This is an optimization exercise on Yosys and OpenROAD, whose aim is small area and a short achievable clock period, not a production implementation. In this exercise RTL edits were held to simulation tests only and were not proved equivalent to the original. Power and IR drop assume default switching activity.

==> run a <==
==> flow/design.v (excerpt) <==
module ABC2 (
    OUT,
    CLOCK_50,
    RESET_N
);
input CLOCK_50;
input RESET_N;
output [31:0] OUT;
reg [31:0] L0, L1, L2, L3;
reg [31:0] XA, XB, BF;
reg [28:1] PA;    
reg [15:0] RA;    
reg [31:0] TB;    
reg [15:1] PL;    
reg [31:0] OUT;
wire pa1;
wire pa2;
wire pa3;
wire pa4;
wire pa5;
wire pa6;
wire pa7;
wire pa8;
wire pa9;
wire pa10;
wire pa11;
wire pa12;
wire pa13;
wire pa14;
wire pa15;
wire pa16;
wire pa17;
wire pa18;
wire pa19;
wire pa20;
wire pa21;
wire pa22;
wire pa23;
wire pa24;
wire pa25;
wire pa26;
wire pa27;
wire pa28;
wire pa29;
wire pa30;
wire pa31;
wire pa32;
wire pa33;
wire pa34;
wire pa35;
wire pa36;
wire pa37;
wire pa38;
wire pa39;
wire pa40;
wire pa41;
wire pa42;
wire pa43;
wire pa44;
wire pa45;
wire pa46;
wire pa47;
wire pa48;
wire pa49;
wire pa50;
wire pa51;
wire pa52;
wire pa53;
wire pa54;
wire pa55;
wire pa56;
wire pa57;
wire pa58;
wire pa59;
wire pa60;
wire pa61;
wire pa62;
wire pa63;
wire pa64;
wire pa65;
wire pa66;
wire pa67;
wire pa68;
wire pa69;
wire pa70;
wire pa71;
wire pa72;
wire pa73;
wire pa74;
wire pa75;
wire pa76;
wire pa77;
wire pa78;
wire pa79;
wire pa80;
wire pa81;
wire pa82;
wire pa83;
wire pa84;
wire pa85;
wire pa86;
wire pa87;
wire pa88;
wire pa89;
wire pa90;
wire pa91;
wire pa92;
wire pa93;
wire pa94;
wire pa95;
wire pa96;
wire pa97;
wire pa98;
wire pa99;
wire pa100;
wire pa101;
wire pa102;
wire pa103;
wire pa104;
wire pa105;
wire pa106;
wire pa107;
wire pa108;
wire pa109;
wire pa110;
wire pa111;
wire pa112;
wire pa113;
wire pa114;
wire pa115;
wire pa116;
wire pa117;
wire pa118;
wire pa119;
wire pa120;
wire pa121;
wire pa122;
wire pa123;
wire pa124;
wire pa125;
wire pa126;
wire pa127;
wire pa128;
wire pa129;
wire pa130;
wire pa131;
wire pa132;
wire pa133;
wire pa134;
wire pa135;
wire pa136;
wire pa137;
wire pa138;
wire pa139;
wire pa140;
wire pa141;
wire pa142;
wire pa143;
wire pa144;
wire pa145;
wire pa146;
wire pa147;
wire pa148;
wire pa149;
wire pa150;
  ...
export LEC_CHECK = 0
export CAP_MARGIN = 20
export CORE_MARGIN = 2
export CORE_UTILIZATION = 40
export PLACE_DENSITY = 0.6
export SLEW_MARGIN = 20
export SYNTH_HIERARCHICAL = 1
create_clock -name core_clock -period 18.0 [get_ports {CLOCK_50}]
standard.sh (not shown) runs the stock make flow with config.mk's settings and CLKGATE_MAP_FILE= SYNTH_SCRIPT=/design/flow/synth_recipe.tcl, a recipe that flattens the netlist after the stock synthesis.
==> flow/flow/run.sh <==
#!/bin/bash
# Standard ORFS layout (the standard.sh, unchanged synthesis), asking the
# resizer's repair_timing for a larger setup margin at the same clock and SDC.
set -euo pipefail
bash standard.sh SETUP_SLACK_MARGIN=13.2 finish > flow_make.log 2>&1
==> run b (differences from run a) <==
==> flow/run.sh (new file) <==
#!/bin/bash
# synth_recipe.tcl (not shown) runs the flow's synth.tcl, then flattens the netlist and writes it again
# the make line also repeats each setting of config.mk as NAME=value (left out here)
make -C /OpenROAD-flow-scripts/flow DESIGN_CONFIG=/design/flow/config.mk WORK_HOME=/design/flow/orfs CLKGATE_MAP_FILE= SYNTH_SCRIPT=/design/flow/synth_recipe.tcl finish
removed: flow/flow/run.sh
removed: flow/standard.sh
==> comparison table <==
| metric | run a | run b |
|---|---|---|
| Run status | timing/DRC/antenna clean | timing/DRC/antenna clean |
| Reg-to-reg slack, setup | 13.16 ns | 11.81 ns |
| Switching part of the total | 21.1% | 21.1% |
| Worst EP required | 18.43 ns | 18.49 ns |
| Sequential share of cell area | 25.0% | 26.2% |
| Part of the power in combinational logic | 0.7% | 0.6% |
| Violation count after the first detailed-route iteration | 1,298 | 1,111 |
| Arrival time of data at the critical path endpoint | 5.27 ns | 6.68 ns |
| Layout Cells excl Fill | 3,504 | 3,394 |
| Fin crit share | 26.9% | 34.4% |
| Non-clock buffer area fraction after layout | 4.03% | 1.45% |
| Worst setup margin | 13.16 ns | 11.81 ns |
| Switching power summed over all nets | 0.343 mW | 0.333 mW |
| Actual transition at the worst max-transition pin | 0.737 ns | 1.02 ns |
| Highest-delay cell along the critical path | sky130_fd_sc_hd__fa_1 | sky130_fd_sc_hd__clkinv_1 |
| CP max FO | 9 | 26 |
| Number of antenna cells inserted | 1 | 0 |
| Post-detailed-route via-to-cell ratio | 5.23 | 5.22 |
| Delay of the slowest cell on the worst path | 0.54 ns | 0.95 ns |
| Worst Hold Endpoint | OUT[2]$_DFF_PN0_ | OUT[5]$_DFF_PN0_ |
| Maximum frequency from static timing analysis | 207 MHz | 162 MHz |
| Post-Route M1 WL | 33,300 µm | 31,800 µm |
| Area of all placed cells without fillers | 0.0326 mm² | 0.0309 mm² |
| Area of the multi-input gates | 0.0200 mm² | 0.0196 mm² |

## separate check: timing with driven ports
The flow's constraints put no driver on any port. The routed layouts listed below were extracted and timed again, unchanged, in two steps. Step 1: set_driving_cell puts a clkbuf_16 on CLOCK_50 and a buf_2 on each other input, an assumption about the parent block. Step 2, shift: input delay + t, output delay - t, t = (earliest + latest rising clock arrival at the registers) / 2. This alone moves slack from input paths to output paths. Three values: ideal ports, drivers, drivers and shift; two values: the first two.
| run | t (ns) | slack for setup (ns) | worst setup path after step 2 | worst register clock-pin slew, ns | worst data-port slew with drivers (ns) |
|---|---|---|---|---|---|
| run a | 0.615 | 13.164 / 13.164 / 12.954 | input, reset recovery | 0.06 / 0.06 | 0.05 |
| run b | 0.601 | 11.811 / 11.811 / 11.811 | register to register | 0.07 / 0.07 | 0.05 |
After both steps setup and hold are still met in every run listed. For run a, which loses most, drivers alone change the setup slack by 0.000 ns; drivers and shift together by -0.210 ns. Setup slack includes reset recovery checks.
